What follows belongs to an exercise in optimizing a design on an open flow for small area; a production flow would make more cautious choices.
At most, simulation tests tie the RTL to the original design; equivalence was not proved.
Function not checked in run 3: the RTL went through the layout flow alone.
The flow treats the clock pin as an ideal source. Dropping or thinning the clock tree relies on that and would not hold on a real chip.
Power and IR drop assume default switching activity.

==> design/flow/config.mk <==
export PLATFORM = sky130hd
export DESIGN_NAME = uart
export DESIGN_NICKNAME = uart
export VERILOG_FILES = /design/flow/design.v
export SDC_FILE = /design/flow/constraint.sdc
export NUM_CORES = 4
export LEC_CHECK = 0
export CAP_MARGIN = 20
export CORE_AREA = 3 3 61 61
export DIE_AREA = 0 0 64 64
export SLEW_MARGIN = 20
==> design/flow/constraint.sdc <==
create_clock -name core_clock -period 10.0 [get_ports {clock}]
set_input_delay 2.0000 -clock core_clock [delete_from_list [all_inputs] [get_ports {clock}]]
set_output_delay 2.0000 -clock core_clock [all_outputs]
set_load 0.01 [all_outputs]
==> design/flow/design.v <==
module uart(clock, reset, tx);
input clock, reset;
output tx;
localparam [15:0] TAPS = 16'b1000100000000101;
localparam [15:0] Z    = 16'b1100111111100001;
localparam [15:0] X1   = 16'b0110011111110000;
localparam [15:0] X3   = 16'b1111000011000001;
localparam [15:0] PB   = 16'b1010101010101010;
localparam [3:0] PR = 4'b0101;
localparam [5:0] PJ = 6'b010101;
localparam [255:0] ROM = 256'b1111111111111111111111111111111111111110000101001111111001000010111111101100100011111110110110001111111011100100111111101101111011111110111011101111111001000000111111101101111011111110110110001111111011011000111111101100101011111110110100001111111111111111;
reg [15:0] bq;
reg [3:0] rq;
reg [5:0] jq;
wire [15:0] b = bq ^ PB;    
wire [3:0] r = rq ^ PR;        
wire [5:0] j = jq ^ PJ;   
wire tick = (b == X1);
wire jhi  = (|j[5:4]) | (j[3] & j[2] & j[1]);           
wire msg  = !jhi && (j[3:0] != 4'd0);                    
wire rw   = msg ? (r == 4'd9) : (r == 4'd15);
wire pend = (j[0] & j[1] & j[3] & j[4] & j[5]) & (r[0] & r[1]) & (b == X3);
wire fb   = (^(b & TAPS)) ^ (tick & !jhi);
always @(posedge clock) begin
  if (!reset || pend) bq <= Z ^ PB;
  else bq <= {b[14:0], fb} ^ PB;
  if (!reset || pend) begin
    rq <= 4'd15 ^ PR;
    jq <= PJ;
  end else if (tick) begin
    rq <= (rw ? 4'd0 : r + 4'd1) ^ PR;
    if (rw) jq <= (j + 6'd1) ^ PJ;
  end
end
assign tx = !reset | jhi | ROM[{j[3:0], r}];
endmodule
==> design/flow/flow/run.sh <==
#!/bin/bash
# Own flow: the standard layout (standard.sh) with three changes:
# - synthesis maps for area: flow/my_synth.tcl wraps synth_recipe.tcl and swaps ABC's script
#   for flow/area.abc; ADDER_MAP_FILE is empty so adders go through ABC, not ha/fa cells;
# - CTS inserts no dummy loads, and flow/post_cts.tcl collapses the small tree to one buffer;
# - port buffers are buf_1.
# make's full output is in flow_make.log, each ORFS step's log under orfs/logs/.
set -euo pipefail
W=$(pwd)
export FLOW_SYNTH_TCL="$W/synth_recipe.tcl"
export MY_ABC_SCRIPT="$W/flow/area.abc"
export CTS_ARGS="-sink_clustering_enable -repair_clock_nets -dont_use_dummy_load -buf_list sky130_fd_sc_hd__clkbuf_8"
#export POST_CTS_TCL="$W/flow/post_cts.tcl"
export ROOT_CLKBUF=sky130_fd_sc_hd__clkbuf_16
export BUFFER_PORTS_ARGS="-buffer_cell sky130_fd_sc_hd__buf_1"
sed -e "s#SYNTH_SCRIPT=[^ ]*#SYNTH_SCRIPT=$W/flow/my_synth.tcl ADDER_MAP_FILE= #" standard.sh > my_standard.sh
bash my_standard.sh > "$W/flow_make.log" 2>&1
==> design/flow/flow/area.abc <==
strash
&get -n
&deepsyn -T 30
&put
dch
map -a
topo
==> design/flow/flow/my_synth.tcl <==
# The standard flow's synthesis script (synth_recipe.tcl), with ABC's technology mapping run from an
# area-oriented script (flow/area.abc) instead of ORFS's speed script. Everything else,
# including flip-flop mapping, flattening and renaming, is synth_recipe.tcl unchanged.
proc abc {args} {
  set i [lsearch -exact $args -script]
  if {$i >= 0} { lset args [expr {$i + 1}] $::env(MY_ABC_SCRIPT) }
  set j [lsearch -exact $args -D]
  if {$j >= 0} { set args [lreplace $args $j [expr {$j + 1}]] }
  yosys abc {*}$args
}
source $::env(FLOW_SYNTH_TCL)
==> design/flow/flow/post_cts.tcl <==
# Hook run by ORFS's cts.tcl after clock tree synthesis (POST_CTS_TCL).
# For this small design CTS builds a root buffer feeding two leaf buffers. Collapse that into
# one buffer: the clock port drives only the root buffer, every clock sink moves onto the root
# buffer's output, the leaf buffers are deleted, and the root is sized to ROOT_CLKBUF.
set block [ord::get_db_block]
set clknet [[$block findBTerm clock] getNet]
set roots {}
foreach it [$clknet getITerms] { lappend roots [$it getInst] }
if {[llength $roots] == 1} {
  set root [lindex $roots 0]
  set rootnet [[$root findITerm X] getNet]
  foreach it [$rootnet getITerms] {
    set inst [$it getInst]
    if {$inst == $root} continue
    if {![string match sky130_fd_sc_hd__clkbuf_* [[$inst getMaster] getName]]} continue
    set onet [[$inst findITerm X] getNet]
    if {$onet != "NULL"} {
      foreach sink [$onet getITerms] {
        if {[$sink getInst] != $inst} { $sink disconnect; $sink connect $rootnet }
      }
    }
    $it disconnect
    odb::dbInst_destroy $inst
    if {$onet != "NULL"} { odb::dbNet_destroy $onet }
  }
  if {[info exists ::env(ROOT_CLKBUF)]} { replace_cell [$root getName] $::env(ROOT_CLKBUF) }
  detailed_placement
  estimate_parasitics -placement
  report_clock_skew
}
==> design/flow/standard.sh <==
#!/bin/bash
# synth_recipe.tcl (not shown) runs the flow's synth.tcl, then flattens the netlist and writes it again
# the make line also repeats each setting of config.mk as NAME=value (left out here)
make -C /OpenROAD-flow-scripts/flow DESIGN_CONFIG=/design/flow/config.mk WORK_HOME=/design/flow/orfs CLKGATE_MAP_FILE= SYNTH_SCRIPT=/design/flow/synth_recipe.tcl "${@:-finish}"
==> run summary, run 1 <==
- Status: timing/DRC/antenna clean
- Total of max-cap violations: 0
- Ports: 3
- Critical Path AT: 2.62 ns
- DP Area: 1090 um^2
- VDD IR-drop max: 0.0000932 V
- PortBufs: 2
- DRT Wirelength: 1.98 mm
- Post-synth top area share: 0.504
- Tcrit/Tclk final: 0.462
- Kind of critical path: input pin to output port
- Mapped Avg Cell Area: 7.76 um^2
- Proportion of synthesized area in mux cells: 0
- Clock sinks: 26
- Final setup violation count: 0
- DR iter-0 viols: 85
- Final Skew: 0.00945 ns
- CP startpoint kind: input pin
- Die area: 4100 um^2
- Combinational Power Share: 0.042
- Clk slew on worst S/H paths: 0.08 ns
- RSZ-0062 raised after global routing: no
- Layout Cells excl Fill: 182
- Drt pass-1 iters: 4
- Final Hold Fails: 0
- Fmax: 0.216 GHz
- M1 WL: 972 um
- Number of synthesized flops with an enable pin: 0
- HPWL Detailed: 1.53 mm
- Synth-to-Final Area Change: 10.1%
- Top_reg_cell synth: dfxtp_1
- Dpl cells: 179
- Warnings from Yosys: 1
- Final Wtd Congestion: 0.867
- Sw frac: 0.207
- DRT antenna net count: 0
- Yosys top cell by area: dfxtp_1
- Commonest non-fill, non-tap cell in the layout: dfxtp_1
- CTS tree: yes
- Vias in the first global route: 823
- Post-synthesis compound-gate area fraction: 0.137
- Worst hold slack: 0.405 ns
- CP Max Fanout: 2
- Core Region: 3130 um^2
- Post-layout instance area: 1140 um^2
- Pre-CTS setup slack: 5.38 ns
- GRT Resource Usage Total: 0.107
- Mapped Area: 1030 um^2
- Register area share after synthesis: 0.504
- Largest family of logic cells by synthesized area: simple AND/OR/NAND/NOR gates
- Asr flop ratio synth: 0
- Avg WL per Cell: 10.9 um
- Commonest cells after routing, fill and taps aside: 26 x dfxtp_1, 25 x nor2_1, 25 x nand2_1
- #FFs+latches synth: 26
- Max-slew headroom: 0.719
- Sequential power share: 0.638
- Post-Synth Simple-Gate Area: 0.259
- Synth cell types: 24
- Met3 wire len: 86 um
- Vias post-DR: 880
- Worst-Skew Late Latency: 0.27 ns
- Antenna cell count: 0
- DRC: 0
- Clock power share: 0.321
- Fin. max-slew vios: 0
- Post-Syn Instances: 133
- Hold Path Class: register to register
- Synth Net Count: 135
- Nets: 142
- Total gr overflow: 0
- Final TNS setup: 0 ns
- Actual slew at the worst max-slew pin: 0.419 ns
- Internal: 138 uW
- Post-Synth Adder-Cell Area: 0
- Initial Utilization: 0.330
- Die H: 64 um
- Rows: 20
- NetSw: 35.9 uW
- CP Data Required Time: 8.00 ns
- Crit end category: output port
- Die X: 64 um
- Leak: 0.000402 uW
- Initial antenna violation count: 0
- Share of cells above drive strength 1: 0.0362
- WL met2: 897 um
- XOR/XNOR share of the synthesized area: 0.0339
- # fillers: 320
- Top Layer Used: met4
- Final Critical Period: 4.62 ns
- Global-route wire length before repair: 3.54 mm
- Vias per inst: 4.84
- PnR worst setup slack: 5.38 ns
- Dominant cells by area after synthesis: dfxtp_1 50%, nand2_1 9.1%, nor2_1 9.1%
- Largest net degree at the start of global routing: 16
- Cell Pwr Density: 153 nW/um^2
==> layout make-up <==
class | instances | area, um^2 | area share
Sequential cell | 26 | 520 | 0.458
Tap cell | 44 | 55.1 | 0.0485
Clock buffer | 3 | 41.3 | 0.0363
Inverter | 18 | 67.6 | 0.0595
Timing Repair Buffer | 2 | 7.51 | 0.00661
Multi-Input combinational cell | 89 | 444 | 0.391
==> stage by stage <==
stage / utilization / total power [uW]
3_3_place_gp: 0.350 / 120
2_1_floorplan: - / 118
6_report: 0.363 / 173
3_5_place_dp: 0.350 / 120
5_1_grt: 0.363 / 181
==> registers in the layout (all words and copies together), names as in the netlist <==
register,count
bq,16
jq,6
rq,4
==> power by group through the flow <==
stage	Clock (uW)	Combinational [uW]	Sequential, uW
6_report	55.6	7.22	111
5_1_grt	61.9	8.18	111
3_5_place_dp	0	7.32	113
3_3_place_gp	0	7.11	113
2_1_floorplan	0	5.88	112
==> layer usage <==
metal / vias up / GRT usage
met5: - / 0
met4: 0 / 0.0377
met3: 2 / 0.0316
met2: 21 / 0.172
met1: 397 / 0.135
li1: 460 / -
==> kinds of logic after synthesis <==
kind of cell / count (synthesis)
flops: 26
compound gates: 22
simple gates: 63
xor+xnor: 4
buf+inv: 18
==> critical path, cell delays in order <==
cell and delay, ns:
buf_1 0.11, clkinv_1 0.12, a21oi_1 0.13, o2111ai_1 0.11
buf_1 0.15
==> path summary, 6_finish.rpt <==
kind / cells after the start / slack [ns] / end / startpoint
max reg2reg: 14 / 7.26 / jq[5] / bq[11]
min reg2reg: 1 / 0.41 / bq[14] / bq[13]
min: 1 / 0.41 / bq[14] / bq[13]
max: 5 / 5.38 / tx / reset
==> synth_stat cells, types with 2 or more instances <==
| library cell | number |
|---|---|
| clkinv_1 | 18 |
| o211ai_1 | 2 |
| a21oi_1 | 5 |
| nand4_1 | 5 |
| nand2_1 | 25 |
| nor3_1 | 2 |
| nor2_1 | 25 |
| dfxtp_1 | 26 |
| nor4_1 | 2 |
| o21ai_0 | 6 |
| xnor2_1 | 3 |
| nand3_1 | 2 |
==> run 2: changes to the inputs <==
--- a/design/flow/flow/run.sh
+++ b/design/flow/flow/run.sh
@@ -10,7 +10,7 @@
 export FLOW_SYNTH_TCL="$W/synth_recipe.tcl"
 export MY_ABC_SCRIPT="$W/flow/area.abc"
 export CTS_ARGS="-sink_clustering_enable -repair_clock_nets -dont_use_dummy_load -buf_list sky130_fd_sc_hd__clkbuf_8"
-#export POST_CTS_TCL="$W/flow/post_cts.tcl"
+export POST_CTS_TCL="$W/flow/post_cts.tcl"
 export ROOT_CLKBUF=sky130_fd_sc_hd__clkbuf_16
 export BUFFER_PORTS_ARGS="-buffer_cell sky130_fd_sc_hd__buf_1"
 sed -e "s#SYNTH_SCRIPT=[^ ]*#SYNTH_SCRIPT=$W/flow/my_synth.tcl ADDER_MAP_FILE= #" standard.sh > my_standard.sh
==> run summary, run 2 <==
- Mapped Avg Cell Area: 7.70 um^2
- Mapped Area: 1030 um^2
- Synth Net Count: 136
- Actual slew at the worst max-slew pin: 0.516 ns
- Most flop-heavy register: bq
- Vias per inst: 4.85
- DRT antenna net count: 0
- Largest register FFs: 16
- Most numerous cell in the Yosys netlist: dfxtp_1
- Number of synthesized flops with an enable pin: 0
- PortBufs: 2
- Die area: 4100 um^2
- CP startpoint kind: input pin
- Crit path capture: tx
- Max-slew headroom: 0.655
- Synth cell types: 21
- Tcrit/Tclk final: 0.479
- Final Critical Period: 4.79 ns
- Core Region: 3130 um^2
- Initial antenna violation count: 0
- Register area share after synthesis: 0.504
- Dominant cells by area after synthesis: dfxtp_1 50%, nor2_1 8.7%, nand2_1 8.4%
- DP Area: 1090 um^2
- Commonest cells after routing, fill and taps aside: 26 x dfxtp_1, 24 x nor2_1, 23 x nand2_1
- Asr flop ratio synth: 0
- Final Wtd Congestion: 0.899
- Biggest regs: bq x16, jq x6, rq x4
- Post-synthesis compound-gate area fraction: 0.136
- CP Max Fanout: 2
- RR Endpoint: jq[5]
- Area occupied by multi-input gates: 444 um^2
- Drt pass-1 iters: 8
- #FFs+latches synth: 26
- Total of max-cap violations: 0
- Hold Path Class: register to register
- Global-route wire length before repair: 3.71 mm
- Warnings from Yosys: 1
- Avg WL per Cell: 11.7 um
- Commonest cells post-synth: 26 x dfxtp_1, 24 x nor2_1, 23 x nand2_1, 18 x clkinv_1, 8 x a21oi_1
- Hold Crit Depth: 1
- Die X: 64 um
- Post-layout instance area: 1120 um^2
- Vias post-DR: 878
- Yosys top cell by area: dfxtp_1
- Fin. max-slew vios: 0
- CP Data Required Time: 8.00 ns
- Rows: 20
- XOR/XNOR share of the synthesized area: 0.0339
- DR iter-0 viols: 126
- Cell Pwr Density: 143 nW/um^2
- Kind of critical path: input pin to output port
- Proportion of synthesized area in mux cells: 0
- Ports: 3
- GRT Resource Usage Total: 0.131
- Post-Synth Simple-Gate Area: 0.261
- Final Skew: 0.00491 ns
- Clock sinks: 26
- Critical path startpoint: reset
- Final Hold Fails: 0
- Total gr overflow: 0
- Largest net degree at the start of global routing: 27
- # fillers: 343
- Vias in the first global route: 804
- Top_reg_cell synth: dfxtp_1
- Final setup violation count: 0
- RSZ-0062 raised after global routing: no
- VDD IR-drop max: 0.0000683 V
- Final core occ: 0.358
- Status: timing/DRC/antenna clean
- DRT Wirelength: 2.12 mm
- Initial Utilization: 0.330
- Nets: 141
- Fmax: 0.209 GHz
- Clk slew on worst S/H paths: 0.09 ns
- Post-synth top area share: 0.504
- Die H: 64 um
- Post-Synth Adder-Cell Area: 0
- Share of cells above drive strength 1: 0.00730
- Worst-Skew Late Latency: 0.16 ns
- Number of cells on the worst reg-to-reg path: 16
- Post-Syn Instances: 134
- Flop2flop setup slack: 7.05 ns
- Antenna cell count: 0
- Commonest non-fill, non-tap cell in the layout: dfxtp_1
- Synth-to-Final Area Change: 8.48%
- Crit end category: output port
- DRC: 0
- Register area: 520 um^2
- Worst R2R Start: bq[11]
- Final TNS setup: 0 ns
- Largest family of logic cells by synthesized area: simple AND/OR/NAND/NOR gates
- HPWL Detailed: 1.63 mm
- Leak: 0.000379 uW
- Critical Path AT: 2.79 ns
[run 2: stage by stage]
stage	hold slack, ns	total power, uW	worst slack, ns	std cells
2_1_floorplan	0.366	118	5.54	134
3_3_place_gp	0.378	120	5.28	180
3_5_place_dp	0.395	120	5.25	180
5_1_grt	0.436	169	5.15	181
6_report	0.412	160	5.21	181
[run 2: logic make-up after synthesis]
group	Yosys count
AOI/OAI and AO/OA	23
xor gates and xnor gates	4
buffers and inverters	18
DFF	26
and+or+nand+nor	63
[run 2: worst min path at each step]
stage          startpoint      to  slack (ns)
2_1_floorplan      bq[13]  bq[14]        0.37
3_3_place_gp       bq[13]  bq[14]        0.38
3_5_place_dp       bq[13]  bq[14]        0.39
5_1_grt            bq[13]  bq[14]        0.44
6_report           bq[13]  bq[14]        0.41
[run 2: final cells by class]
| class | instances | share of cell area |
|---|---|---|
| clock buffers | 1 | 0.0223 |
| flip-flops and latches | 26 | 0.465 |
| multi-input cells | 90 | 0.397 |
| inverters | 18 | 0.0603 |
| repair buffers | 2 | 0.00670 |
| well taps | 44 | 0.0492 |
[run 2: power breakdown]
part           internal (uW)  switching [uW]  total, uW
Combinational           3.28            3.83       7.11
Sequential               107            3.14        110
Clock                   18.4            24.5       42.9
[run 2: critical path, stage by stage]
cell      delay, ns
buf_1          0.11
clkinv_1       0.12
a21oi_1        0.15
o2111a_1       0.20
o21ai_0        0.08
buf_1          0.13
[run 2: per-layer routing]
metal / GRT usage / wire length (um) / up-vias
met5: 0 / 0 / -
met4: 0.0162 / 12 / 0
met3: 0.0211 / 111 / 2
met2: 0.206 / 1010 / 21
met1: 0.193 / 989 / 396
li1: - / - / 459
==> run 3: changes to the inputs <==
==> design/flow/design.v (replaced) <==
module uart(clock, reset, tx);
input clock, reset;
output tx;
localparam [15:0] TAPS = 16'b1000100000000101;
localparam [15:0] Z    = 16'b1100111111100001;
localparam [15:0] X1   = 16'b0110011111110000;
localparam [15:0] X3   = 16'b1111000011000001;
localparam [15:0] PB   = 16'b1010101010101010;
localparam [3:0] PR = 4'b0000;
localparam [5:0] PJ = 6'b000000;
localparam [255:0] ROM = 256'b1111111111111111111111111111111110000101001111111001000010111111101100100011111110110110001111111011100100111111101101111011111110111011101111111001000000111111101101111011111110110110001111111011011000111111101100101011111110110100001111111111111111111111;
reg [15:0] bq;
reg [3:0] rq;
reg [5:0] jq;
wire [15:0] b = bq ^ PB;    
wire [3:0] r = rq ^ PR;        
wire [5:0] j = jq ^ PJ;   
wire tick = (b == X1);
wire jhi  = (|j[5:4]) | (j[3] & j[2] & j[1]);           
wire pend = (j[0] & j[1] & j[3] & j[4] & j[5]) & (r[0] & r[3]) & (b == X3);
wire fb   = (^(b & TAPS)) ^ (tick & !jhi);
wire [4:0] r1 = {1'b0, r} + 5'd1;
always @(posedge clock) begin
  if (!reset || pend) bq <= Z ^ PB;
  else bq <= {b[14:0], fb} ^ PB;
  if (!reset || pend) begin
    rq <= 4'd15 ^ PR;
    jq <= PJ;
  end else if (tick) begin
    rq <= (r1[4] ? {1'b0, !jhi, !jhi, 1'b0} : r1[3:0]) ^ PR;
    if (r1[4]) jq <= (j + 6'd1) ^ PJ;
  end
end
assign tx = !reset | jhi | ROM[{j[3:0], r}];
endmodule
==> run summary, run 3 <==
- Hold Crit Endpoint: bq[14]
- Vias post-DR: 948
- Cell Pwr Density: 144 nW/um^2
- M1 WL: 942 um
- Synth Net Count: 137
- Critical Path AT: 2.80 ns
- Register area share after synthesis: 0.500
- CP startpoint kind: input pin
- Top_reg_cell synth: dfxtp_1
- Layout Cells excl Fill: 182
- Kind of critical path: input pin to output port
- Met3 wire len: 130 um
- PnR worst setup slack: 5.20 ns
- CP delay by family, top: simple AND/OR/NAND/NOR gates
- Most flop-heavy register: bq
- Antenna cell count: 0
- Dominant cells by area after synthesis: dfxtp_1 50%, nor2_1 10%, clkinv_1 7.2%
- Actual slew at the worst max-slew pin: 0.466 ns
- Post-synth top area share: 0.500
- CP most frequent cell: buf_1
- GRT Resource Usage Total: 0.135
- Pre-CTS setup slack: 5.27 ns
- Crit end category: output port
- Leak: 0.000382 uW
- Share of cells above drive strength 1: 0.00725
- Nets: 142
- Top Layer Used: met4
- DRT antenna net count: 0
- WL met2: 1.16 mm
- Combinational Power Share: 0.044
- Vias per inst: 5.21
- Vias in the first global route: 905
- Clock power share: 0.273
- Status: timing/DRC/antenna clean
- Hold Crit Depth: 1
- DRT Wirelength: 2.26 mm
- Register area: 520 um^2
- #FFs+latches synth: 26
- Final Wtd Congestion: 0.816
- Mapped Avg Cell Area: 7.71 um^2
- Synth-to-Final Area Change: 8.41%
- Number of cells on the worst reg-to-reg path: 16
- Hold path startpoint: bq[13]
- Warnings from Yosys: 1
- Avg WL per Cell: 12.4 um
- Asr flop ratio synth: 0
- Area occupied by multi-input gates: 445 um^2
- Total gr overflow: 0
- Dpl cells: 181
- Core Region: 3130 um^2
- Final setup violation count: 0
- CP Max Fanout: 3
- Rows: 20
- NetSw: 33.2 uW
- Commonest cells after routing, fill and taps aside: 28 x nor2_1, 26 x dfxtp_1, 20 x clkinv_1
- Most numerous cell in the Yosys netlist: nor2_1
- Die area: 4100 um^2
- Max-slew headroom: 0.689
- PortBufs: 2
- Clk slew on worst S/H paths: 0.10 ns
- Synth cell types: 18
- Commonest cells post-synth: 28 x nor2_1, 26 x dfxtp_1, 20 x clkinv_1, 15 x nor3_1, 14 x nand2_1
- Initial Utilization: 0.333
- Fmax: 0.208 GHz
- Fin. max-slew vios: 0
- HPWL Detailed: 1.69 mm
- Critical-path top delay cell: nor3_1
- RR Endpoint: jq[5]
- Mapped Area: 1040 um^2
- Commonest non-fill, non-tap cell in the layout: nor2_1
- Largest register FFs: 16
- Largest net degree at the start of global routing: 27
- Sequential power share: 0.683
- RSZ-0062 raised after global routing: no
- Critical-path cell list: buf_1 > clkinv_1 > nor3_1 > nand4_1 > buf_1
- WP depth: 5
- DRC: 0
- Post-Syn Instances: 135
- Final Hold Fails: 0
- Ports: 3
- Sw frac: 0.205
- CP Data Required Time: 8.00 ns
- Final TNS setup: 0 ns
- Buf/Inv on CP: 3
- Global-route wire length before repair: 3.87 mm
- Hold Path Class: register to register
- Total of max-cap violations: 0
- Die X: 64 um
- Worst R2R Start: bq[11]
- Biggest regs: bq x16, jq x6, rq x4
- CP peak stage delay: 0.29 ns
- DR iter-0 viols: 117
- Tcrit/Tclk final: 0.480
- Yosys top cell by area: dfxtp_1
- Final core occ: 0.361
- Initial antenna violation count: 0
- # fillers: 334
- Die H: 64 um
- Drt pass-1 iters: 5
- Worst-Skew Late Latency: 0.16 ns
- DP Area: 1100 um^2
- Number of synthesized flops with an enable pin: 0
- Clock sinks: 26
- VDD IR-drop max: 0.0000778 V
- Internal: 129 uW
- Final Critical Period: 4.80 ns
- Post-layout instance area: 1130 um^2
- Flop2flop setup slack: 7.15 ns
- Final Skew: 0.00763 ns
[run 3: power groups by stage]
| stage | clock network, uW | registers (uW) | logic (uW) |
|---|---|---|---|
| after floorplan | 0 | 112 | 5.77 |
| final | 44.3 | 111 | 7.06 |
| after global routing | 48.1 | 112 | 8.01 |
| after detailed placement | 0 | 113 | 7.18 |
| after global placement | 0 | 113 | 6.97 |
[run 3: layout make-up]
class,count,area share
tap,44,0.0488
multi-input combinational,89,0.395
sequential,26,0.461
timing repair buffer,2,0.00665
inverter,20,0.0665
clock buffer,1,0.0222
[run 3: how the worst max path moves through the flow]
stage	startpoint	endpoint	slack, ns
6_report	reset	tx	5.20
5_1_grt	reset	tx	5.17
3_5_place_dp	reset	tx	5.27
3_3_place_gp	reset	tx	5.29
2_1_floorplan	reset	tx	5.60
[run 3: kinds of logic after synthesis]
group | count (synthesis) | share of synthesized area
XOR/XNOR | 3 | 0.0252
AND/OR/NAND/NOR | 69 | 0.294
flip-flops | 26 | 0.500
AO/OA/AOI/OAI | 17 | 0.108
buffers and inverters | 20 | 0.0721
[run 3: worst register-to-register path, cell delays in order (launching register included)]
cell and delay [ns]:
dfxtp_1 0.39, nand4_1 0.09, nor4_1 0.32, clkinv_1 0.12, nor2_1 0.17, clkinv_1 0.10
nor2_1 0.14, clkinv_1 0.11, nor2_1 0.17, clkinv_1 0.12, nor3_1 0.31, nand2_1 0.15
clkinv_1 0.10, nand2_1 0.07, nor2_1 0.18, o21ai_0 0.11, a21oi_1 0.14
[run 3: through the flow]
stage | power [uW] | hold WS, ns
final | 162 | 0.411
after floorplan | 118 | 0.366
after detailed placement | 120 | 0.389
after global routing | 168 | 0.427
after global placement | 120 | 0.373
[run 3: routing by layer]
| metal | vias to the layer above | GRT usage |
|---|---|---|
| met5 | - | 0 |
| met4 | 0 | 0.0377 |
| met3 | 4 | 0.0176 |
| met2 | 40 | 0.239 |
| met1 | 434 | 0.169 |
| li1 | 470 | - |
==> run 4: changes to the inputs <==
==> design/flow/design.v (replaced) <==
module uart(clock, reset, tx);
input clock, reset;
output tx;
localparam [15:0] TAPS = 16'b1000000101010000;
localparam [15:0] Z    = 16'b0100111011001101;
localparam [15:0] X1   = 16'b0010011101100110;
localparam [15:0] X3   = 16'b0110001101101110;
localparam [15:0] SAME = 16'b1011101111110111;    
localparam [15:0] PB   = 16'b1010101010101010;
localparam [3:0] PR = 4'b0000;
localparam [5:0] PJ = 6'b000000;
localparam [5:0] JR = 6'd0;
localparam [255:0] ROM = 256'b1111111111111111111111111111111110000101000001011001000010010000101100100011001010110110001101101011100100111001101101111011011110111011101110111001000000010000101101111011011110110110001101101011011000110110101100101011001010110100001101001111111111111111;
reg [15:0] bq;
reg [3:0] rq;
reg [5:0] jq;
wire [15:0] b = bq ^ PB;    
wire [3:0] r = rq ^ PR;        
wire [5:0] j = jq ^ PJ;   
wire near = ((b & SAME) == (X1 & SAME));
wire tick = near && ((b & ~SAME) == (X1 & ~SAME));      
wire done = ((|j[5:4]) | (j[3:0] >= 4'd14));    
wire pend = (j[0] & j[1] & j[3] & j[4] & j[5]) & (r[0] & r[3]) & near && ((b & ~SAME) == (X3 & ~SAME));    
wire fb   = (^(b & TAPS)) ^ (tick & !done);
wire [4:0] r1 = {1'b0, r} + 5'd1;
always @(posedge clock) begin
  if (!reset || pend) bq <= Z ^ PB;
  else bq <= {b[14:0], fb} ^ PB;
  if (!reset || pend) begin
    rq <= 4'd15 ^ PR;
    jq <= JR ^ PJ;
  end else if (tick) begin
    rq <= (r1[4] ? {1'b0, !done, !done, 1'b0} : r1[3:0]) ^ PR;
    if (r1[4]) jq <= (j + 6'd1) ^ PJ;
  end
end
assign tx = !reset | done | ROM[{j[3:0], r}];
endmodule
==> design/flow/flow/run.sh (replaced) <==
#!/bin/bash
# Own flow: the standard layout (standard.sh) with three changes:
# - synthesis maps for area: flow/my_synth.tcl wraps synth_recipe.tcl, runs ABC with each
#   flow/area*.abc script and keeps the smallest netlist; ADDER_MAP_FILE is empty so adders
#   go through ABC, not ha/fa cells;
# - CTS inserts no dummy loads, and flow/post_cts.tcl collapses the small tree to one buffer
#   (a buf_12, strong enough for the 26 flip-flops);
# - port buffers are buf_1.
# make's full output is in flow_make.log, each ORFS step's log under orfs/logs/.
set -euo pipefail
W=$(pwd)
export FLOW_SYNTH_TCL="$W/synth_recipe.tcl"
export MY_ABC_DIR="$W/flow"
export CTS_ARGS="-sink_clustering_enable -repair_clock_nets -dont_use_dummy_load -buf_list sky130_fd_sc_hd__clkbuf_8"
export POST_CTS_TCL="$W/flow/post_cts.tcl"
export ROOT_CLKBUF=sky130_fd_sc_hd__buf_12
export BUFFER_PORTS_ARGS="-buffer_cell sky130_fd_sc_hd__buf_1"
sed -e "s#SYNTH_SCRIPT=[^ ]*#SYNTH_SCRIPT=$W/flow/my_synth.tcl ADDER_MAP_FILE= #" standard.sh > my_standard.sh
bash my_standard.sh > "$W/flow_make.log" 2>&1
==> design/flow/flow/area0.abc (new file) <==
strash
&get -n
&deepsyn -J 1000 -T 300 -S 4
&put
dch
amap
==> design/flow/flow/my_synth.tcl (replaced) <==
# The standard flow's synthesis script (synth_recipe.tcl), with ABC's technology mapping done for area:
# ABC runs once for each flow/area*.abc script (area-oriented scripts that differ in the
# random seed of &deepsyn and in dch's options) and the smallest mapped netlist is kept.
# Everything else, including flip-flop mapping, flattening and renaming, is synth_recipe.tcl.
proc abc {args} {
  set j [lsearch -exact $args -D]
  if {$j >= 0} { set args [lreplace $args $j [expr {$j + 1}]] }
  set i [lsearch -exact $args -script]
  set best ""
  yosys design -save my_pre_abc
  foreach s [lsort [glob $::env(MY_ABC_DIR)/area*.abc]] {
    yosys design -load my_pre_abc
    lset args [expr {$i + 1}] $s
    yosys abc {*}$args
    set out [tee -q -s result.string stat {*}$::lib_args]
    regexp {Chip area for module[^:]*:\s*([0-9.]+)} $out -> area
    puts "area-oriented ABC script [file tail $s]: cell area $area"
    if {$best eq "" || $area < $best} {
      set best $area
      set kept $s
      yosys design -save my_best_abc
    }
  }
  yosys design -load my_best_abc
  puts "kept the netlist of [file tail $kept]: cell area $best"
}
source $::env(FLOW_SYNTH_TCL)
--- a/design/flow/config.mk
+++ b/design/flow/config.mk
@@ -8,4 +8,5 @@
 export CAP_MARGIN = 20
 export CORE_AREA = 3 3 61 61
 export DIE_AREA = 0 0 64 64
+export GPL_TIMING_DRIVEN = 0
 export SLEW_MARGIN = 20
removed: design/flow/flow/area.abc
==> run summary, run 4 <==
- Proportion of synthesized area in mux cells: 0
- Vias per inst: 4.96
- Commonest non-fill, non-tap cell in the layout: dfxtp_1
- Final Skew: 0.00381 ns
- Die X: 64 um
- Critical-path top delay cell: nor2_1
- Initial Utilization: 0.314
- Hold path startpoint: bq[1]
- RSZ-0062 raised after global routing: no
- Worst R2R Start: bq[1]
- Yosys top cell by area: dfxtp_1
- Final Hold Fails: 0
- Top_reg_cell synth: dfxtp_1
- Critical path startpoint: reset
- Worst-Skew Late Latency: 0.13 ns
- Post-Syn Instances: 121
- Warnings from Yosys: 1
- Share of cells above drive strength 1: 0.0161
- Drt pass-1 iters: 5
- Initial antenna violation count: 0
- CP Data Required Time: 8.00 ns
- Critical Path AT: 2.61 ns
- Die H: 64 um
- Clock sinks: 26
- CP Max Fanout: 2
- Buf/Inv on CP: 3
- Final Wtd Congestion: 0.812
- Total of max-cap violations: 0
- Cell Pwr Density: 148 nW/um^2
- Post-Synth Adder-Cell Area: 0
- Synth Net Count: 123
- Post-layout instance area: 1070 um^2
- Largest family of logic cells by synthesized area: simple AND/OR/NAND/NOR gates
- GRT Resource Usage Total: 0.114
- CP delay by family, top: buffers and inverters
- Mapped Avg Cell Area: 8.11 um^2
- Largest register FFs: 16
- Synth-to-Final Area Change: 9.06%
- Nets: 128
- Rows: 20
- PnR worst setup slack: 5.39 ns
- Synth cell types: 24
- Asr flop ratio synth: 0
- DRC: 0
- HPWL Detailed: 1.40 mm
- Pre-CTS setup slack: 5.39 ns
- Post-synthesis compound-gate area fraction: 0.168
- Total gr overflow: 0
- Critical-path cell list: buf_1 > clkinv_1 > nor2_1 > o2111ai_1 > buf_1
- Biggest regs: bq x16, jq x6, rq x4
- Leak: 0.000379 uW
- Register area share after synthesis: 0.531
- Die area: 4100 um^2
- Core Region: 3130 um^2
- Fin. max-slew vios: 0
- CP peak stage delay: 0.15 ns
- Final Critical Period: 4.61 ns
- Final core occ: 0.342
- XOR/XNOR share of the synthesized area: 0.00893
- DP Area: 1050 um^2
- Post-Synth Simple-Gate Area: 0.246
- CP most frequent cell: buf_1
- Final TNS setup: 0 ns
- DR iter-0 viols: 102
- Final setup violation count: 0
- DRT antenna net count: 0
- Avg WL per Cell: 10.8 um
- Vias post-DR: 834
- Dominant cells by area after synthesis: dfxtp_1 53%, nand2_1 9.2%, nor2_1 8.8%
- Post-synth top area share: 0.531
- Antenna cell count: 0
- Global-route wire length before repair: 3.31 mm
- PortBufs: 2
- Most numerous cell in the Yosys netlist: dfxtp_1
- Most flop-heavy register: bq
- Actual slew at the worst max-slew pin: 0.689 ns
- Tcrit/Tclk final: 0.461
- Hold Path Class: register to register
- Crit end category: output port
- Vias in the first global route: 775
- Max-slew headroom: 0.539
- Clk slew on worst S/H paths: 0.10 ns
- Fmax: 0.217 GHz
- Status: timing/DRC/antenna clean
- VDD IR-drop max: 0.0000660 V
- Commonest cells after routing, fill and taps aside: 26 x dfxtp_1, 24 x nand2_1, 23 x nor2_1
- #FFs+latches synth: 26
- Kind of critical path: input pin to output port
- Largest net degree at the start of global routing: 27
- Ports: 3
- Mapped Area: 981 um^2
- Number of synthesized flops with an enable pin: 0
- DRT Wirelength: 1.82 mm
- CP startpoint kind: input pin
- Commonest cells post-synth: 26 x dfxtp_1, 24 x nand2_1, 23 x nor2_1, 12 x clkinv_1, 8 x o21ai_0
-- run 4: cell count changes in the layout (fill, tap and decap cells not counted), moves of 2 or more --
cell | before | now
a32oi_1 | 2 | 0
nor2_1 | 28 | 23
nor3_1 | 15 | 4
o32ai_1 | 2 | 0
a21oi_1 | 3 | 1
xnor2_1 | 3 | 1
o21ai_0 | 5 | 8
a31oi_1 | 0 | 3
clkinv_1 | 20 | 12
nand2_1 | 14 | 24
nand4_1 | 5 | 1
-- run 4: where the power goes --
group	switching [uW]	internal [uW]	total, uW
Clock	24.4	16.3	40.8
Combinational	3.98	2.47	6.44
Sequential	2.56	108	111
-- run 4: logic make-up after synthesis --
logic type,after synthesis
buffers and inverters,12
flip-flops,26
AO/OA/AOI/OAI,24
AND/OR/NAND/NOR,58
XOR/XNOR,1
-- run 4: routing by layer --
metal	wire [um]	GRT usage	part of all wire	vias up
li1	-	-	-	425
met1	918	0.160	0.51	390
met2	816	0.186	0.45	17
met3	52	0.0105	0.029	2
met4	28	0.0323	0.015	0
met5	0	0	0	-
-- run 4: worst paths after layout --
path              slack, ns  depth (start not counted)  endpoint
setup / recovery       5.39                          5        tx
hold / removal         0.39                          1     bq[2]
setup reg to reg       7.35                         11     jq[5]
hold reg to reg        0.39                          1     bq[2]
-- run 4: worst reg2reg max path, stage by stage (launching register included) --
cell and delay (ns):
dfxtp_1 0.32, nor3_1 0.23, nand4b_1 0.12, nor4_1 0.36, nand4_1 0.22, nor2_1 0.24
nand2_1 0.12, nor2_1 0.18, nand2_1 0.15, nor2_1 0.24, nand2_1 0.12, a221oi_1 0.27
-- run 4: layout make-up --
class	instances	area [um^2]
clock buffer	1	20.0
fill	340	2060
inverter	12	45.0
multi-input combinational	83	422
sequential	26	520
tap	44	55.1
timing repair buffer	2	7.51
-- run 4: stage by stage --
step / hold slack, ns / total power [uW] / cells
2_1_floorplan: 0.353 / 117 / 121
3_3_place_gp: 0.365 / 119 / 167
3_5_place_dp: 0.369 / 120 / 167
5_1_grt: 0.400 / 164 / 168
6_report: 0.391 / 158 / 168
==> run 5: changes to the inputs <==
==> design/flow/config.mk (replaced) <==
export PLATFORM = sky130hd
export DESIGN_NAME = uart
export DESIGN_NICKNAME = uart
export VERILOG_FILES = /design/flow/design.v
export SDC_FILE = /design/flow/constraint.sdc
export NUM_CORES = 4
export LEC_CHECK = 0
export CAP_MARGIN = 0
export CORE_AREA = 3 3 61 61
export DIE_AREA = 0 0 64 64
export GPL_TIMING_DRIVEN = 0
export SLEW_MARGIN = 0
==> run summary, run 5 <==
- Critical Path AT: 2.59 ns
- Yosys top cell by area: dfxtp_1
- Commonest cells post-synth: 26 x dfxtp_1, 24 x nand2_1, 23 x nor2_1, 12 x clkinv_1, 8 x o21ai_0
- Final Hold Fails: 0
- GRT Resource Usage Total: 0.112
- Mapped Avg Cell Area: 8.11 um^2
- CP peak stage delay: 0.15 ns
- Number of synthesized flops with an enable pin: 0
- HPWL Detailed: 1.40 mm
- Fin. max-slew vios: 0
- #FFs+latches synth: 26
- Number of cells on the worst reg-to-reg path: 11
- Final Critical Period: 4.59 ns
- Critical-path cell list: buf_1 > clkinv_1 > nor2_1 > o2111ai_1 > buf_1
- Hold Crit Endpoint: bq[2]
- Tcrit/Tclk final: 0.459
- Clock sinks: 26
- Critical-path top delay cell: buf_1
- Antenna cell count: 0
- Worst-Skew Late Latency: 0.13 ns
- Final setup violation count: 0
- Final Skew: 0.00433 ns
- Synth-to-Final Area Change: 8.42%
- Max-slew headroom: 0.214
- Largest net degree at the start of global routing: 27
- Avg WL per Cell: 10.8 um
- Kind of critical path: input pin to output port
- Dominant cells by area after synthesis: dfxtp_1 53%, nand2_1 9.2%, nor2_1 8.8%
- Most numerous cell in the Yosys netlist: dfxtp_1
- Hold Crit Depth: 1
- CP Data Required Time: 8.00 ns
- Hold path startpoint: bq[1]
- CP startpoint kind: input pin
- Ports: 3
- DRC: 0
- Die H: 64 um
- Rows: 20
- Most flop-heavy register: bq
- DP Area: 1040 um^2
- RSZ-0062 raised after global routing: no
- Vias post-DR: 822
- Vias in the first global route: 768
- Initial antenna violation count: 0
- Post-synth top area share: 0.531
- Synth Net Count: 123
- Hold Path Class: register to register
- DRT antenna net count: 0
- Post-layout instance area: 1060 um^2
- Die area: 4100 um^2
- DRT Wirelength: 1.81 mm
- Global-route wire length before repair: 3.20 mm
- CP most frequent cell: buf_1
- Total of max-cap violations: 0
- RR Endpoint: jq[5]
- Total gr overflow: 0
- Register area share after synthesis: 0.531
- Die X: 64 um
- Final core occ: 0.340
- PortBufs: 2
- Drt pass-1 iters: 5
- Clk slew on worst S/H paths: 0.10 ns
- Synth cell types: 24
- Biggest regs: bq x16, jq x6, rq x4
- Warnings from Yosys: 1
- Flop2flop setup slack: 7.41 ns
- DR iter-0 viols: 103
- Top_reg_cell synth: dfxtp_1
- Status: timing/DRC/antenna clean
- Nets: 128
- Fmax: 0.218 GHz
- Initial Utilization: 0.314
- Final TNS setup: 0 ns
- Worst R2R Start: bq[1]
- Share of cells above drive strength 1: 0.00806
- Final Wtd Congestion: 0.812
- Post-Syn Instances: 121
- Leak: 0.000379 uW
- Mapped Area: 981 um^2
- VDD IR-drop max: 0.0000655 V
- Commonest non-fill, non-tap cell in the layout: dfxtp_1
- Cell Pwr Density: 149 nW/um^2
- Core Region: 3130 um^2
- Crit end category: output port
- CP Max Fanout: 2
- Pwr Total: 158 uW
- Vias per inst: 4.89
- Largest register FFs: 16
- Commonest cells after routing, fill and taps aside: 26 x dfxtp_1, 24 x nand2_1, 23 x nor2_1
- Actual slew at the worst max-slew pin: 1.17 ns
- Asr flop ratio synth: 0
[run 5: cell count changes in the layout (fill, tap and decap cells not counted)]
cell / change
a31oi_1: +1
a31oi_2: -1
[run 5: cell families (layout without fill, tap and decap cells)]
kind of cell | after synthesis | in the layout | share of synthesized area
simple gates | 58 | 58 | 0.246
flops | 26 | 26 | 0.531
compound gates | 24 | 24 | 0.168
buf+inv | 12 | 15 | 0.0459
xor+xnor | 1 | 1 | 0.00893
[run 5: critical path: cells and delay by family]
| family | cells | cell delay (ns) |
|---|---|---|
| buffers and inverters | 3 | 0.30 |
| AND/OR/NAND/NOR | 1 | 0.14 |
| AO/OA/AOI/OAI | 1 | 0.14 |
[run 5: per-stage QoR]
stage / worst slack [ns] / hold WS, ns / instances
after floorplan: 5.69 / 0.353 / 121
after global placement: 5.42 / 0.365 / 167
after detailed placement: 5.40 / 0.369 / 167
after global routing: 5.36 / 0.400 / 168
final: 5.41 / 0.389 / 168
[run 5: area by class of cell]
class                   instances  area (um^2)
fillers                       340         2060
multi-input cells              83          415
clock buffers                   1         20.0
inverters                      12         45.0
flip-flops and latches         26          520
well taps                      44         55.1
repair buffers                  2         7.51
[run 5: how the worst max path moves through the flow]
stage               start  endpoint  slack [ns]  cells after the start
floorplan           reset        tx        5.69                      3
global placement    reset        tx        5.42                      5
detailed placement  reset        tx        5.40                      5
global route        reset        tx        5.36                      5
finish              reset        tx        5.41                      5
[run 5: power by group]
| part | total (uW) | leakage, uW | switching (uW) | internal (uW) |
|---|---|---|---|---|
| logic | 6.32 | 0.000155 | 3.89 | 2.43 |
| registers | 111 | 0.000214 | 2.52 | 108 |
| clock network | 41.2 | 0.00000940 | 24.9 | 16.3 |
| total | 158 | 0.000379 | 31.3 | 127 |
[run 5: routing by layer]
metal  track usage  up-vias  share of wire
met2         0.190       32           0.46
met5             0        -              0
li1              -      427              -
met4        0.0323        0              0
met1         0.150      363           0.47
met3        0.0105        0          0.073
==> run 6: changes to the inputs <==
==> design/flow/flow/run.sh (replaced) <==
#!/bin/bash
# Own flow: the standard layout (standard.sh) with three changes:
# - synthesis maps for area: flow/my_synth.tcl wraps synth_recipe.tcl, runs ABC with each
#   flow/area*.abc script and keeps the smallest netlist; ADDER_MAP_FILE is empty so adders
#   go through ABC, not ha/fa cells;
# - CTS inserts no dummy loads, and flow/post_cts.tcl collapses the small tree to one buffer;
# - port buffers are buf_1.
# make's full output is in flow_make.log, each ORFS step's log under orfs/logs/.
set -euo pipefail
W=$(pwd)
export FLOW_SYNTH_TCL="$W/synth_recipe.tcl"
export MY_ABC_DIR="$W/flow"
export CTS_ARGS="-sink_clustering_enable -repair_clock_nets -dont_use_dummy_load -buf_list sky130_fd_sc_hd__clkbuf_8"
export POST_CTS_TCL="$W/flow/post_cts.tcl"
export ROOT_CLKBUF=sky130_fd_sc_hd__clkbuf_16
export BUFFER_PORTS_ARGS="-buffer_cell sky130_fd_sc_hd__buf_1"
sed -e "s#SYNTH_SCRIPT=[^ ]*#SYNTH_SCRIPT=$W/flow/my_synth.tcl ADDER_MAP_FILE= #" standard.sh > my_standard.sh
bash my_standard.sh > "$W/flow_make.log" 2>&1
==> design/flow/flow/area0.abc (replaced) <==
strash
&get -n
&deepsyn -J 1000 -T 300 -S 0
&put
dch
amap
==> design/flow/flow/area1.abc (new file) <==
strash
&get -n
&deepsyn -J 1000 -T 300 -S 1
&put
dch
amap
==> design/flow/flow/area2.abc (new file) <==
strash
&get -n
&deepsyn -J 1000 -T 300 -S 2
&put
dch
amap
==> design/flow/flow/area3.abc (new file) <==
strash
&get -n
&deepsyn -J 1000 -T 300 -S 3
&put
dch
amap
==> design/flow/flow/area4.abc (new file) <==
strash
&get -n
&deepsyn -J 1000 -T 300 -S 4
&put
dch
amap
==> design/flow/flow/area5.abc (new file) <==
strash
&get -n
&deepsyn -J 1000 -T 300 -S 5
&put
dch
amap
==> design/flow/flow/area6.abc (new file) <==
strash
&get -n
&deepsyn -J 1000 -T 300
&put
dch -f
amap
==> design/flow/config.mk (replaced) <==
export PLATFORM = sky130hd
export DESIGN_NAME = uart
export DESIGN_NICKNAME = uart
export VERILOG_FILES = /design/flow/design.v
export SDC_FILE = /design/flow/constraint.sdc
export NUM_CORES = 4
export LEC_CHECK = 0
export CAP_MARGIN = 20
export CORE_AREA = 3 3 61 61
export DIE_AREA = 0 0 64 64
export SLEW_MARGIN = 20
==> run summary, run 6 <==
- Die area: 4100 um^2
- Register area share after synthesis: 0.531
- Worst hold slack: 0.391 ns
- Largest register FFs: 16
- Commonest non-fill, non-tap cell in the layout: dfxtp_1
- Vias post-DR: 844
- Cell Pwr Density: 149 nW/um^2
- Commonest cells after routing, fill and taps aside: 26 x dfxtp_1, 24 x nand2_1, 23 x nor2_1
- HPWL Detailed: 1.42 mm
- Ports: 3
- Kind of critical path: input pin to output port
- CP most frequent cell: buf_1
- Asr flop ratio synth: 0
- Post-layout instance area: 1080 um^2
- CP Max Fanout: 2
- Final Hold Fails: 0
- Share of cells above drive strength 1: 0.0160
- Global-route wire length before repair: 3.26 mm
- Critical-path cell list: buf_1 > clkinv_1 > nor2_1 > o2111ai_1 > buf_1
- Status: timing/DRC/antenna clean
- Tcrit/Tclk final: 0.455
- Most flop-heavy register: bq
- Yosys top cell by area: dfxtp_1
- Commonest cells post-synth: 26 x dfxtp_1, 24 x nand2_1, 23 x nor2_1, 12 x clkinv_1, 8 x o21ai_0
- Initial antenna violation count: 0
- Max-slew headroom: 0.782
- CP startpoint kind: input pin
- DP Area: 1050 um^2
- DR iter-0 viols: 127
- DRT Wirelength: 1.82 mm
- CP Data Required Time: 8.00 ns
- Final setup violation count: 0
- Biggest regs: bq x16, jq x6, rq x4
- Most numerous cell in the Yosys netlist: dfxtp_1
- Largest net degree at the start of global routing: 27
- Total of max-cap violations: 0
- Worst R2R Start: bq[1]
- Mapped Area: 981 um^2
- Hold Path Class: register to register
- Die H: 64 um
- Core Region: 3130 um^2
- Die X: 64 um
- Post-Syn Instances: 121
- Total gr overflow: 0
- Fmax: 0.220 GHz
- DRC: 0
- GRT Resource Usage Total: 0.115
- Critical Path AT: 2.55 ns
- Top_reg_cell synth: dfxtp_1
- Fin. max-slew vios: 0
- Clock sinks: 26
- Worst-Skew Late Latency: 0.16 ns
- Vias in the first global route: 742
- Warnings from Yosys: 1
- Rows: 20
- Synth Net Count: 123
- RSZ-0062 raised after global routing: no
- Post-synth top area share: 0.531
- Critical path startpoint: reset
- Final TNS setup: 0 ns
- Critical-path top delay cell: buf_1
- Drt pass-1 iters: 6
- DRT antenna net count: 0
- Final Critical Period: 4.55 ns
- Final Wtd Congestion: 0.843
- Initial Utilization: 0.314
- CP peak stage delay: 0.15 ns
- Avg WL per Cell: 10.8 um
- Pre-CTS setup slack: 5.46 ns
- Hold path startpoint: bq[12]
- Leak: 0.000387 uW
- VDD IR-drop max: 0.0000702 V
- Antenna cell count: 0
- Number of synthesized flops with an enable pin: 0
- Synth-to-Final Area Change: 9.69%
- Nets: 129
- Dominant cells by area after synthesis: dfxtp_1 53%, nand2_1 9.2%, nor2_1 8.8%
- Final Skew: 0.00571 ns
- PnR worst setup slack: 5.45 ns
- Mapped Avg Cell Area: 8.11 um^2
- Actual slew at the worst max-slew pin: 0.325 ns
- Synth cell types: 24
- PortBufs: 2
- Crit end category: output port
- Clk slew on worst S/H paths: 0.09 ns
- Vias per inst: 4.99
- Flop2flop setup slack: 7.53 ns
- #FFs+latches synth: 26
-- run 6: cell counts after synthesis --
Identical to the previous run, type by type.
-- run 6: worst paths after layout --
| check | cells after the start | endpoint |
|---|---|---|
| setup / recovery | 5 | tx |
| hold / removal | 1 | bq[13] |
| setup reg to reg | 11 | jq[5] |
| hold reg to reg | 1 | bq[13] |
-- run 6: metal layers --
layer,up-vias,GRT usage,share of wire
met5,-,0,0
met4,0,0.0243,0.016
met3,5,0.0105,0.040
met2,26,0.206,0.46
met1,386,0.148,0.48
li1,427,-,-
-- run 6: cell type report --
cell class                      count  area, um^2
Timing Repair Buffer                3        15.0
Multi-Input combinational cell     83         415
Fill cell                         327        2050
Sequential cell                    26         520
Clock buffer                        1        25.0
Inverter                           12        45.0
Tap cell                           44        55.1
-- run 6: through the flow --
| stage | total power [uW] | util | std cells |
|---|---|---|---|
| after floorplan | 117 | - | 121 |
| after global placement | 120 | 0.336 | 168 |
| final | 160 | 0.344 | 169 |
| after detailed placement | 120 | 0.336 | 168 |
| after global routing | 167 | 0.344 | 169 |
-- run 6: critical path, delay by kind of cell --
kind                   cells  cell delay [ns]
buffers and inverters      3             0.30
AOI/OAI and AO/OA          1             0.13
and+or+nand+nor            1             0.12
-- run 6: cell families (layout without fill, tap and decap cells) --
family | Yosys count | in the layout | share of synthesized area
buffers and inverters | 12 | 16 | 0.0459
AOI/OAI and AO/OA | 24 | 24 | 0.168
and+or+nand+nor | 58 | 58 | 0.246
xor gates and xnor gates | 1 | 1 | 0.00893
DFF | 26 | 26 | 0.531
-- run 6: report_power, final --
group / switching, uW / leakage, uW / internal, uW / total, uW
Combinational: 4.10 / 0.000160 / 2.64 / 6.75
Sequential: 2.61 / 0.000214 / 108 / 111
Clock: 24.4 / 0.0000123 / 18.4 / 42.8
==> run 7: changes to the inputs <==
--- a/design/flow/design.v
+++ b/design/flow/design.v
@@ -1,11 +1,11 @@
 module uart(clock, reset, tx);
 input clock, reset;
 output tx;
-localparam [15:0] TAPS = 16'b1000000101010000;
-localparam [15:0] Z    = 16'b0100111011001101;
-localparam [15:0] X1   = 16'b0010011101100110;
-localparam [15:0] X3   = 16'b0110001101101110;
-localparam [15:0] SAME = 16'b1011101111110111;    
+localparam [15:0] TAPS = 16'b1000000001000000;
+localparam [15:0] Z    = 16'b0110001010011010;
+localparam [15:0] X1   = 16'b0010111010001011;
+localparam [15:0] X3   = 16'b0010111000001011;
+localparam [15:0] SAME = 16'b1111111101111111;    
 localparam [15:0] PB   = 16'b1010101010101010;
 localparam [3:0] PR = 4'b0000;
 localparam [5:0] PJ = 6'b000000;
@@ -20,11 +20,12 @@
 wire near = ((b & SAME) == (X1 & SAME));
 wire tick = near && ((b & ~SAME) == (X1 & ~SAME));      
 wire done = ((|j[5:4]) | (j[3:0] >= 4'd14));    
-wire pend = (j[0] & j[1] & j[3] & j[4] & j[5]) & (r[0] & r[3]) & near && ((b & ~SAME) == (X3 & ~SAME));    
-wire fb   = (^(b & TAPS)) ^ (tick & !done);
+wire pend = (j[0] & j[2] & j[3] & j[4] & j[5]) & (r[0]) & near && ((b & ~SAME) == (X3 & ~SAME));    
+wire fb   = ^(b & TAPS);
+wire load = !reset || pend || (tick && !done);    
 wire [4:0] r1 = {1'b0, r} + 5'd1;
 always @(posedge clock) begin
-  if (!reset || pend) bq <= Z ^ PB;
+  if (load) bq <= Z ^ PB;
   else bq <= {b[14:0], fb} ^ PB;
   if (!reset || pend) begin
     rq <= 4'd15 ^ PR;
==> design/flow/flow/run.sh (replaced) <==
#!/bin/bash
# Own flow: the standard layout (standard.sh) with three changes:
# - synthesis maps for area: flow/my_synth.tcl wraps synth_recipe.tcl, runs ABC with each
#   flow/area*.abc script and keeps the smallest netlist; ADDER_MAP_FILE is empty so adders
#   go through ABC, not ha/fa cells;
# - CTS inserts no dummy loads, and flow/post_cts.tcl collapses the small tree to one buffer
#   (a buf_12, strong enough for the 26 flip-flops);
# - port buffers are buf_1.
# make's full output is in flow_make.log, each ORFS step's log under orfs/logs/.
set -euo pipefail
W=$(pwd)
export FLOW_SYNTH_TCL="$W/synth_recipe.tcl"
export MY_ABC_DIR="$W/flow"
export CTS_ARGS="-sink_clustering_enable -repair_clock_nets -dont_use_dummy_load -buf_list sky130_fd_sc_hd__clkbuf_8"
export POST_CTS_TCL="$W/flow/post_cts.tcl"
export ROOT_CLKBUF=sky130_fd_sc_hd__buf_12
export BUFFER_PORTS_ARGS="-buffer_cell sky130_fd_sc_hd__buf_1"
sed -e "s#SYNTH_SCRIPT=[^ ]*#SYNTH_SCRIPT=$W/flow/my_synth.tcl ADDER_MAP_FILE= #" standard.sh > my_standard.sh
bash my_standard.sh > "$W/flow_make.log" 2>&1
==> design/flow/config.mk (replaced) <==
export PLATFORM = sky130hd
export DESIGN_NAME = uart
export DESIGN_NICKNAME = uart
export VERILOG_FILES = /design/flow/design.v
export SDC_FILE = /design/flow/constraint.sdc
export NUM_CORES = 4
export LEC_CHECK = 0
export CAP_MARGIN = 0
export CORE_AREA = 3 3 61 61
export DIE_AREA = 0 0 64 64
export GPL_TIMING_DRIVEN = 0
export SLEW_MARGIN = 0
==> run summary, run 7 <==
- Status: timing/DRC/antenna clean
- Yosys top cell by area: dfxtp_1
- Die X: 64 um
- Commonest cells after routing, fill and taps aside: 32 x nor2_1, 26 x dfxtp_1, 13 x clkinv_1
- Biggest regs: bq x16, jq x6, rq x4
- Final TNS setup: 0 ns
- Clk slew on worst S/H paths: 0.10 ns
- Post-synth top area share: 0.534
- Pwr Total: 156 uW
- Register area: 520 um^2
- Synth Net Count: 122
- Max-slew headroom: 0.363
- Dominant cells by area after synthesis: dfxtp_1 53%, nor2_1 12%, o21ai_0 5.1%
- PortBufs: 2
- CP startpoint kind: input pin
- Largest register FFs: 16
- Share of cells above drive strength 1: 0.00813
- Ports: 3
- Synth cell types: 18
- #FFs+latches synth: 26
- # fillers: 335
- Final Hold Fails: 0
- Area occupied by multi-input gates: 405 um^2
- Dpl cells: 166
- Total of max-cap violations: 0
- Asr flop ratio synth: 0
- Nets: 127
- Mapped Area: 975 um^2
- Crit end category: output port
- Tcrit/Tclk final: 0.437
- CP Max Fanout: 2
- Fin. max-slew vios: 0
- Mapped Avg Cell Area: 8.12 um^2
- Clock sinks: 26
- Post-Syn Instances: 120
- Core Region: 3130 um^2
- Number of synthesized flops with an enable pin: 0
- Leak: 0.000403 uW
- Commonest cells post-synth: 32 x nor2_1, 26 x dfxtp_1, 13 x clkinv_1, 10 x nand2_1, 10 x o21ai_0
- Top_reg_cell synth: dfxtp_1
- Kind of critical path: input pin to output port
- Critical Path AT: 2.37 ns
- Most numerous cell in the Yosys netlist: nor2_1
- Antenna cell count: 0
- Fmax: 0.229 GHz
- Rows: 20
- Avg WL per Cell: 11.2 um
- GRT Resource Usage Total: 0.126
- Synth-to-Final Area Change: 8.47%
- Final setup violation count: 0
- Vias post-DR: 836
- Actual slew at the worst max-slew pin: 0.946 ns
- Drt pass-1 iters: 5
- DRT antenna net count: 0
- Commonest non-fill, non-tap cell in the layout: nor2_1
- Die H: 64 um
- DRT Wirelength: 1.87 mm
- CP Data Required Time: 8.00 ns
- HPWL Detailed: 1.45 mm
- Initial antenna violation count: 0
- Final Wtd Congestion: 0.843
- Most flop-heavy register: bq
- Final Skew: 0.00306 ns
- DR iter-0 viols: 79
- Vias per inst: 5.01
- VDD IR-drop max: 0.0000973 V
- Register area share after synthesis: 0.534
- Initial Utilization: 0.312
- Global-route wire length before repair: 3.52 mm
- Largest net degree at the start of global routing: 27
- Total gr overflow: 0
- Cell Pwr Density: 147 nW/um^2
- Hold Path Class: register to register
- Worst-Skew Late Latency: 0.13 ns
- Die area: 4100 um^2
- RSZ-0062 raised after global routing: no
- DRC: 0
- Layout Cells excl Fill: 167
- Final Critical Period: 4.37 ns
- Warnings from Yosys: 1
- Vias in the first global route: 817
[run 7: cell types whose count changed after synthesis, sizes merged, moves of 2 or more]
cell    previous run  this run
a21oi              1         3
a211oi             1         5
o211ai             2         0
nor2              23        32
nor3               4         7
nor4               3         0
nand2             24        10
o21ai              8        10
[run 7: per-stage QoR]
| step | utilization | setup WS (ns) | hold WS (ns) | instance area (um^2) |
|---|---|---|---|---|
| after floorplan | - | 5.84 | 0.354 | 975 |
| after global placement | 0.332 | 5.62 | 0.368 | 1040 |
| after detailed placement | 0.332 | 5.63 | 0.370 | 1040 |
| after global routing | 0.338 | 5.57 | 0.409 | 1060 |
| final | 0.338 | 5.63 | 0.388 | 1060 |
[run 7: final timing paths]
| check | startpoint | end | slack, ns | cells past startpoint |
|---|---|---|---|---|
| max | reset | tx | 5.63 | 3 |
| min | bq[3] | bq[4] | 0.39 | 1 |
| max reg2reg | bq[9] | bq[2] | 7.15 | 7 |
| min reg2reg | bq[3] | bq[4] | 0.39 | 1 |
[run 7: per-layer routing]
| layer | track usage | wire length [um] | vias to the layer above |
|---|---|---|---|
| met3 | 0.0176 | 93 | 0 |
| met2 | 0.203 | 942 | 23 |
| met5 | 0 | 0 | - |
| met1 | 0.182 | 830 | 390 |
| met4 | 0.0162 | 0 | 0 |
| li1 | - | - | 423 |
[run 7: cell families (layout without fill, tap and decap cells)]
group,after synthesis,count (layout),synth area share
and+or+nand+nor,55,55,0.240
AOI/OAI and AO/OA,26,26,0.176
buffers and inverters,13,16,0.0501
DFF,26,26,0.534
[run 7: report_power, final]
part	leakage, uW	total [uW]	internal (uW)	switching, uW
clock	0.00000940	40.9	16.3	24.6
combinational	0.000179	4.85	1.64	3.21
sequential	0.000214	110	108	2.25
[run 7: layout make-up]
cell class | instances | share of cell area
flip-flops and latches | 26 | 0.492
multi-input cells | 81 | 0.383
well taps | 44 | 0.0521
inverters | 13 | 0.0462
clock buffers | 1 | 0.0189
repair buffers | 2 | 0.00710
[run 7: critical path: stages]
cell and delay (ns):
buf_1 0.09, o2111ai_1 0.12, buf_1 0.16
==> run 8: changes to the inputs <==
==> design/flow/flow/area10.abc (new file) <==
strash
&get -n
&deepsyn -J 1000 -T 300 -S 19
&put
dch
amap
==> design/flow/flow/area7.abc (new file) <==
strash
&get -n
&deepsyn -J 1000 -T 300 -S 9
&put
dch
amap
==> design/flow/flow/area8.abc (new file) <==
strash
&get -n
&deepsyn -J 1000 -T 300 -S 15
&put
dch
amap
==> design/flow/flow/area9.abc (new file) <==
strash
&get -n
&deepsyn -J 1000 -T 300 -S 16
&put
dch
amap
--- a/design/flow/flow/my_synth.tcl
+++ b/design/flow/flow/my_synth.tcl
@@ -1,6 +1,7 @@
 # The standard flow's synthesis script (synth_recipe.tcl), with ABC's technology mapping done for area:
 # ABC runs once for each flow/area*.abc script (area-oriented scripts that differ in the
 # random seed of &deepsyn and in dch's options) and the smallest mapped netlist is kept.
+# The scripts are run in file-name order; on equal areas the first is kept.
 # Everything else, including flip-flop mapping, flattening and renaming, is synth_recipe.tcl.
 proc abc {args} {
   set j [lsearch -exact $args -D]
==> run summary, run 8 <==
- Status: timing/DRC/antenna clean
- #FFs+latches synth: 26
- Fmax: 0.212 GHz
- DRT Wirelength: 1.88 mm
- Vias in the first global route: 776
- Actual slew at the worst max-slew pin: 1.19 ns
- Avg WL per Cell: 11.3 um
- Share of cells above drive strength 1: 0.0164
- Core Region: 3130 um^2
- DRC: 0
- Most flop-heavy register: bq
- HPWL Detailed: 1.45 mm
- Commonest non-fill, non-tap cell in the layout: dfxtp_1
- Synth Net Count: 120
- Mapped Area: 958 um^2
- Worst hold slack: 0.397 ns
- Final Hold Fails: 0
- VDD IR-drop max: 0.0000681 V
- Biggest regs: bq x16, jq x6, rq x4
- Die H: 64 um
- Layer with the highest usage: met2
- RSZ-0062 raised after global routing: no
- Nets: 126
- Tcrit/Tclk final: 0.471
- Synth cell types: 21
- Synth-to-Final Area Change: 9.40%
- Fin. max-slew vios: 0
- Met1 usage: 0.135
- Clock sinks: 26
- PortBufs: 2
- DRT antenna net count: 0
- Commonest cells post-synth: 26 x dfxtp_1, 25 x nor2_1, 13 x clkinv_1, 13 x o21ai_0, 12 x nand2_1
- CP Max Fanout: 3
- Die area: 4100 um^2
- Rows: 20
- Most numerous cell in the Yosys netlist: dfxtp_1
- M3 GR Usage: 0.0158
- Met2 GRT Util: 0.213
- Vias per inst: 4.83
- Warnings from Yosys: 1
- Total of max-cap violations: 0
- CP startpoint kind: input pin
- Total gr overflow: 0
- Leak: 0.000393 uW
- Post-synth top area share: 0.543
- Mapped Avg Cell Area: 8.12 um^2
- Number of synthesized flops with an enable pin: 0
- Final TNS setup: 0 ns
- DR iter-0 viols: 35
- Largest net degree at the start of global routing: 27
- Final Wtd Congestion: 0.825
- Ports: 3
- Die X: 64 um
- Asr flop ratio synth: 0
- Vias post-DR: 801
- Cell Pwr Density: 149 nW/um^2
- Final Skew: 0.00455 ns
- Drt pass-1 iters: 4
- Initial Utilization: 0.306
- GRT Resource Usage Total: 0.113
- Max-slew headroom: 0.197
- CP Data Required Time: 8.00 ns
- Hold Path Class: register to register
- Post-Syn Instances: 118
- Antenna cell count: 0
- Global-route wire length before repair: 3.11 mm
- Initial antenna violation count: 0
- Yosys top cell by area: dfxtp_1
- Final setup violation count: 0
- Largest register FFs: 16
- Final Critical Period: 4.71 ns
- # fillers: 342
- Crit end category: output port
- Worst-Skew Late Latency: 0.13 ns
- Clk slew on worst S/H paths: 0.10 ns
- Top_reg_cell synth: dfxtp_1
- Critical Path AT: 2.71 ns
- Kind of critical path: input pin to output port
- Register area share after synthesis: 0.543
- Commonest cells after routing, fill and taps aside: 26 x dfxtp_1, 25 x nor2_1, 13 x clkinv_1, 13 x o21ai_0, 12 x nand2_1
- Dominant cells by area after synthesis: dfxtp_1 54%, nor2_1 9.8%, o21ai_0 6.8%
run 8: cell types whose count changed after synthesis, sizes merged, moves of 2 or more:
cell	previous run	this run
nand2	10	12
a21oi	3	5
o21ai	10	13
nor2	32	25
a211oi	5	3
a31oi	3	1
run 8: critical path, cell delays in order:
cell,delay [ns]
buf_1,0.17
o21ai_0,0.12
nor3_1,0.18
o21ai_0,0.10
buf_1,0.13
run 8: per-layer routing:
| layer | part of all wire | up-vias |
|---|---|---|
| li1 | - | 411 |
| met1 | 0.45 | 372 |
| met2 | 0.52 | 16 |
| met3 | 0.030 | 2 |
| met4 | 0.0053 | 0 |
| met5 | 0 | - |
run 8: final timing paths:
path / start / endpoint / slack, ns / depth (start not counted)
setup / recovery: reset / tx / 5.29 / 5
hold / removal: bq[3] / bq[4] / 0.40 / 1
setup reg to reg: bq[9] / bq[15] / 6.33 / 9
hold reg to reg: bq[3] / bq[4] / 0.40 / 1
run 8: metrics by stage:
step / setup WS [ns] / cells / power, uW / utilization / instance area, um^2
2_1_floorplan: 5.64 / 118 / 116 / - / 958
3_3_place_gp: 5.35 / 164 / 118 / 0.326 / 1020
3_5_place_dp: 5.29 / 165 / 118 / 0.329 / 1030
5_1_grt: 5.19 / 166 / 164 / 0.335 / 1050
6_report: 5.29 / 166 / 156 / 0.335 / 1050
run 8: kinds of logic after synthesis:
group,share of synthesized area
and+or+nand+nor,0.222
AOI/OAI and AO/OA,0.184
DFF,0.543
buffers and inverters,0.0509
run 8: area by class of cell:
cell class	count	area [um^2]	share of cell area
clock buffers	1	20.0	0.0191
inverters	13	48.8	0.0465
well taps	44	55.1	0.0525
multi-input cells	79	389	0.371
flip-flops and latches	26	520	0.496
repair buffers	3	15.0	0.0143
run 8: power by group:
group          switching, uW  internal, uW  total, uW
logic                   3.46          1.97       5.43
clock network           24.6          16.3       40.9
registers               2.26           108        110
total                   30.3           126        156

-- afterwards: timing with drivers on the ports --
How much do the figures lean on ideal ports? The routed layouts below were timed once more, with nothing changed but the port constraints.
Step 1 assumes that a clkbuf_16 drives the clock port and a buf_2 every other input.
Step 2, shift: input delay + t, output delay - t, t = (earliest + latest rising clock arrival at the registers) / 2. This alone moves slack from input paths to output paths.
a / b / c = no drivers / after step 1 / after step 2; a / b = the first two.
| run | t (ns) | setup WS [ns] | worst data-port slew with drivers (ns) |
|---|---|---|---|
| run 1 | 0.281 | 5.375 / 5.353 / 5.353 | 0.03 |
| run 2 | 0.181 | 5.213 / 5.191 / 5.191 | 0.03 |
| run 3 | 0.187 | 5.204 / 5.181 / 5.181 | 0.03 |
| run 4 | 0.160 | 5.394 / 5.372 / 5.372 | 0.03 |
| run 5 | 0.158 | 5.415 / 5.391 / 5.391 | 0.03 |
| run 6 | 0.183 | 5.452 / 5.423 / 5.423 | 0.03 |
| run 7 | 0.157 | 5.629 / 5.600 / 5.600 | 0.03 |
| run 8 | 0.159 | 5.290 / 5.266 / 5.266 | 0.03 |
After both steps setup and hold are still met in every run listed.
